Source: an optimization exercise on an open RTL-to-GDS flow (aim: small area). Production flows keep margins and buffers that such runs may drop. The RTL was checked by simulation tests, not by an equivalence proof against the original design. No activity file was given, so power comes from the tool's default toggle rates.

== delta ==
==> flow/design.v <==
module SIGNAL_GENERATOR_ANALYZER_ONE_WIRE
#(
	parameter SHARE = 0
)
(
	input CLK_100MHz,
	input rst,
	input  	MUAFR_MISO_P,
	input  	MUAFR_MISO_N,
	input 	enable_generate,
	input 	hist_valid,	 
	input 	win_end,	 
	input 	pending,	 
	input 	mode_q,		 
	input 	match,		 
	input 	slot_end,	 
	output	[6: 0] match_cnt,	 
	output logic status_gen
);
logic [2: 0] hist_P;
logic [2: 0] hist_N;
always @(posedge CLK_100MHz)
begin
	hist_P <= {hist_P[1: 0], MUAFR_MISO_P};
	hist_N <= {hist_N[1: 0], MUAFR_MISO_N};
end
wire inc_P = MUAFR_MISO_P ^ (hist_P[2] & hist_valid);
wire inc_N = MUAFR_MISO_N ^ (hist_N[2] & hist_valid);
logic [8: 0] cnt_P;
logic [8: 0] cnt_N;
wire clr = rst | enable_generate | win_end;
wire ok_P = ~cnt_P[8] & (cnt_P[7: 0] >= 8'd25);
wire ok_N = ~cnt_N[8] & (cnt_N[7: 0] >= 8'd25);
wire [8: 0] cnt_P_val = {cnt_P[8: 2], cnt_P[1] & ~pending, cnt_P[0]};
always @(posedge CLK_100MHz)
begin
	if (clr)
		cnt_P <= {7'd1, (win_end & ~rst & ~enable_generate) ? ok_P & ok_N :
				(enable_generate & ~rst & pending) ? cnt_P[1] : 1'b0, 1'b1};
	else
		cnt_P <= cnt_P_val + inc_P;
end
generate
	if (SHARE)
	begin : shared
		wire [8: 0] base = (mode_q == enable_generate) ? cnt_N : 9'd5;
		wire step = enable_generate ? match : inc_N;
		wire cnt_clr = rst | (enable_generate & mode_q & slot_end) | (~enable_generate & ~mode_q & win_end);
		always @(posedge CLK_100MHz)
			if (cnt_clr)
				cnt_N <= 9'd5;
			else
				cnt_N <= base + step;
	end else
	begin : alone
		always @(posedge CLK_100MHz)
			if (clr)
				cnt_N <= 9'd5;
			else
				cnt_N <= cnt_N + inc_N;
	end
endgenerate
assign match_cnt = cnt_N[6: 0];
always @(posedge CLK_100MHz)
	if (rst)
		status_gen <= 0;
	else if (~enable_generate & pending)
		status_gen <= cnt_P[1];
endmodule
module SIGNAL_GENERATOR_ANALYZER
(
	input CLK_100MHz,
	input rst,
	output logic [15:0] MUAFR_MOSI_P,
	output [15:0] MUAFR_MOSI_N,
	input  logic [15:0] MUAFR_MISO_P,
	input  logic [15:0] MUAFR_MISO_N,
	input enable_generate,
	output logic [15:0] status_wire,
	output [15:0] status_gen
);
wire en = enable_generate;
wire match;			 
wire slot_end;			 
wire [6: 0] match_cnt_ch [15: 0];
logic [2: 0] rst_hist;
always @(posedge CLK_100MHz)
	rst_hist <= {rst_hist[1: 0], rst};
wire hist_valid = ~|rst_hist;
logic mode_q;
logic [6: 0] low_cnt;
logic [3: 0] hi_cnt;
wire [2: 0] win_hi = mode_q ? 3'd0 : hi_cnt[2: 0];
wire [3: 0] j = mode_q ? hi_cnt : 4'd0;		 
always @(posedge CLK_100MHz)
	if (rst)
		mode_q <= 0;
	else
		mode_q <= en;
wire win_end  = (&win_hi) & (&low_cnt[6: 5]) & low_cnt[3] & ~low_cnt[2] & low_cnt[1] & ~low_cnt[0];	 
wire win_wrap = (&win_hi) & (&low_cnt[6: 5]) & low_cnt[3] & low_cnt[2];						 
wire [6: 0] slot_cnt = mode_q ? low_cnt : 7'd0;
assign slot_end = mode_q & (low_cnt == 7'd99);
always @(posedge CLK_100MHz)
	if (rst | (en & slot_end) | (~en & win_wrap))
		low_cnt <= 0;
	else if (mode_q != en)
		low_cnt <= 1;
	else
		low_cnt <= low_cnt + 1'b1;
always @(posedge CLK_100MHz)
	if (rst | (mode_q != en) | (~en & win_wrap))
		hi_cnt <= 0;
	else if (en ? slot_end : &low_cnt)
		hi_cnt <= hi_cnt + 1'b1;
logic pending;
always @(posedge CLK_100MHz)
	if (rst)
		pending <= 0;
	else if (~en)
		pending <= win_end;
genvar i;
generate
	for (i = 0; i < 16; i = i + 1)
	begin : generator
		SIGNAL_GENERATOR_ANALYZER_ONE_WIRE #(.SHARE(i == 15)) signal_generator_analyzer_one_wire
		(
			.CLK_100MHz(CLK_100MHz),
			.rst(rst),
			.enable_generate(en),
			.MUAFR_MISO_P(MUAFR_MISO_P[i]),
			.MUAFR_MISO_N(MUAFR_MISO_N[i]),
			.hist_valid(hist_valid),
			.win_end(win_end),
			.pending(pending),
			.mode_q(mode_q),
			.match(match),
			.slot_end(slot_end),
			.match_cnt(match_cnt_ch[i]),
			.status_gen(status_gen[i])
		);
	end
endgenerate
logic flag;			 
logic prev_flag;		 
logic mosi_up;			 
logic mosi_cur;			 
always @(posedge CLK_100MHz)
	if (rst)
	begin
		flag <= 1;
		prev_flag <= 0;
	end else if (~en)
	begin
		flag <= 0;
	end else
	begin
		prev_flag <= flag;
		if (slot_end & (j == 4'd15))
			flag <= ~flag;
	end
always @(posedge CLK_100MHz)
	if (rst | ~en)
	begin
		mosi_up <= 0;
		mosi_cur <= 0;
	end else if (prev_flag != flag)
	begin
		mosi_up <= ~flag;
		mosi_cur <= ~flag;
	end else if (slot_end)
	begin
		if (j == 4'd15)
		begin
			mosi_up <= ~flag;
			mosi_cur <= ~flag;
		end else
			mosi_cur <= mosi_up;
	end else
		mosi_cur <= (slot_cnt < 7'd96) ? flag : ~flag;
integer k;
always @*
	for (k = 0; k < 16; k = k + 1)
		MUAFR_MOSI_P[k] = (k < j) ? ~flag : (k == j) ? mosi_cur : mosi_up;
assign MUAFR_MOSI_N = ~MUAFR_MOSI_P;
wire miso_p_j = MUAFR_MISO_P[j];
wire miso_n_j = MUAFR_MISO_N[j];
assign match = (miso_p_j == flag) & (miso_n_j != flag);
wire [6: 0] match_cnt = match_cnt_ch[15];
logic [15: 0] left;
always @(posedge CLK_100MHz)
	if (rst)
		left <= 0;
	else if (~en)
		left[j] <= 0;
	else if (slot_end)
		left[j] <= match;
logic seen, multi;
always @*
begin
	seen = 0;
	multi = 0;
	for (k = 0; k < 14; k = k + 1)
	begin
		multi = multi | (seen & (MUAFR_MISO_P[k] == miso_p_j));
		seen = seen | (MUAFR_MISO_P[k] == miso_p_j);
	end
end
wire short_P = seen & ~multi;
wire short_N = miso_n_j ? (&MUAFR_MISO_N[13: 0]) : ~(|MUAFR_MISO_N[13: 0]);
logic [7: 0] cnt_kz_P;
logic [7: 0] cnt_kz_N;
always @(posedge CLK_100MHz)
	if (rst)
	begin
		cnt_kz_P <= 0;
		cnt_kz_N <= 0;
	end else if (en)
	begin
		if (slot_cnt == 7'd98)
			cnt_kz_P <= 0;
		else if (short_P)
			cnt_kz_P <= cnt_kz_P + 1'b1;
		if (slot_end)
			cnt_kz_N <= 0;
		else if (short_N)
			cnt_kz_N <= cnt_kz_N + 1'b1;
	end
logic verdict;
always @(posedge CLK_100MHz)
	if (slot_cnt == 7'd97)
		verdict <= (cnt_kz_P > 8'd87) & (cnt_kz_N > 8'd87);
	else if (slot_cnt == 7'd98)
		verdict <= verdict & ((match_cnt > 7'd56) | ((match_cnt == 7'd56) & left[j]));
always @(posedge CLK_100MHz)
	if (rst)
		status_wire <= 0;
	else if (en & slot_end & ~flag)
		status_wire[j] <= verdict;
endmodule
clock: 10.0 ns
lec_check: 0
cap_margin: 20
core_margin: 2
core_utilization: 40
cts_buf_list: sky130_fd_sc_hd__clkbuf_8
cts_cluster_diameter: 60
cts_cluster_size: 16
slew_margin: 20
run.sh (not shown) runs the stock make flow with config.mk's settings and CLKGATE_MAP_FILE= SYNTH_SCRIPT=/design/flow/synth_recipe.tcl, a recipe that flattens the netlist after the stock synthesis.
Setup changes, delta to willow
# delta
export LEC_CHECK = 0
export CAP_MARGIN = 20
export CORE_MARGIN = 2
export CORE_UTILIZATION = 40
export CTS_BUF_LIST = sky130_fd_sc_hd__clkbuf_8
export CTS_CLUSTER_DIAMETER = 60
export CTS_CLUSTER_SIZE = 16
export SLEW_MARGIN = 20
create_clock -name core_clock -period 10.0 [get_ports {CLK_100MHz}]
# willow
export LEC_CHECK = 0
export CAP_MARGIN = 20
export CORE_MARGIN = 2
export CORE_UTILIZATION = 40
export SLEW_MARGIN = 20
create_clock -name core_clock -period 10.0 [get_ports {CLK_100MHz}]
==> flow/flow/run.sh (new file) <==
#!/bin/bash
# The standard layout (standard.sh) with three changes to how the layout is made:
#  - ABC maps the logic with an area-oriented script (flow/abc_area.script),
#  - ports get sky130_fd_sc_hd__buf_1 buffers,
#  - CTS builds the tree from clkbuf_8 with clusters of at most 16 sinks and no dummy loads.
set -e
rm -rf scripts_mod
cp -r "$FLOW_HOME/scripts" scripts_mod
cp flow/abc_area.script scripts_mod/abc_area.script
export SCRIPTS_DIR="$PWD/scripts_mod"
export ABC_AREA=1
export BUFFER_PORTS_ARGS="-buffer_cell sky130_fd_sc_hd__buf_1"
export CTS_ARGS="-sink_clustering_enable -repair_clock_nets -dont_use_dummy_load -buf_list sky130_fd_sc_hd__clkbuf_8 -sink_clustering_size 16 -sink_clustering_max_diameter 60"
bash standard.sh > standard.log 2>&1
==> flow/flow/abc_area.script (new file) <==
strash
&get -n
&b
&syn4
&put
strash
dc2
&get -n
&dch -f
&nf -R 1000 -p -a
&put
strash
dc2
&get -n
&dch -f
&nf -R 1000 -p -a
&put
==> flow/standard.sh (new file) <==
#!/bin/bash
# synth_recipe.tcl (not shown) runs the flow's synth.tcl, then flattens the netlist and writes it again
# the make line also repeats each setting of config.mk as NAME=value (left out here)
make -C /OpenROAD-flow-scripts/flow DESIGN_CONFIG=/design/flow/config.mk WORK_HOME=/design/flow/orfs CLKGATE_MAP_FILE= SYNTH_SCRIPT=/design/flow/synth_recipe.tcl "${@:-finish}"
removed: flow/run.sh
==> comparison <==
Final area was lower in willow than in delta.
The run showing the smaller worst-case headroom to the max-slew limit is willow.
Compared with delta, willow shows synthesized area lower by 6.6%.
Final-layout fill cell count down about 5% in willow wrt delta
On net load switching power, delta loses to willow.
On fmax, the lower figure sits with delta, not willow.
Switching portion of total power was higher in the run labelled delta.
Compared delta against willow; multi-input gate share of total cell area within noise.
Non-clock buffer count: willow lower than delta
[compare] base=delta new=willow: total CTS buffers went down by about 5%; wire length has decreased.

[static timing again, ports no longer ideal]
How much do the figures lean on ideal ports? The routed layouts below were timed once more, with nothing changed but the port constraints.
Step 1 (the two cells are an assumption about what drives the block):
set clk [get_ports {CLK_100MHz}]
set_driving_cell -lib_cell sky130_fd_sc_hd__clkbuf_16 $clk
set_driving_cell -lib_cell sky130_fd_sc_hd__buf_2 [delete_from_list [all_inputs] $clk]
Step 2 adds t to the input delays and takes it off the output delays; t is the mean of the earliest and latest rising clock arrival at the registers after step 1. Input paths then give back, and output paths get back, about the clock's delay inside the block.
Three values: ideal ports, drivers, drivers and shift; two values: the first two.
run | shift t [ns] | setup WS [ns] | latest minus earliest clock arrival (ns)
delta | 0.677 | 4.221 / 4.168 / 4.354 | 0.054 / 0.053
willow | 0.651 | 4.813 / 4.766 / 4.635 | 0.076 / 0.077
After both steps setup and hold are still met in every run listed. For willow, which loses most, drivers alone change the setup slack by -0.047 ns; drivers and shift together by -0.178 ns.
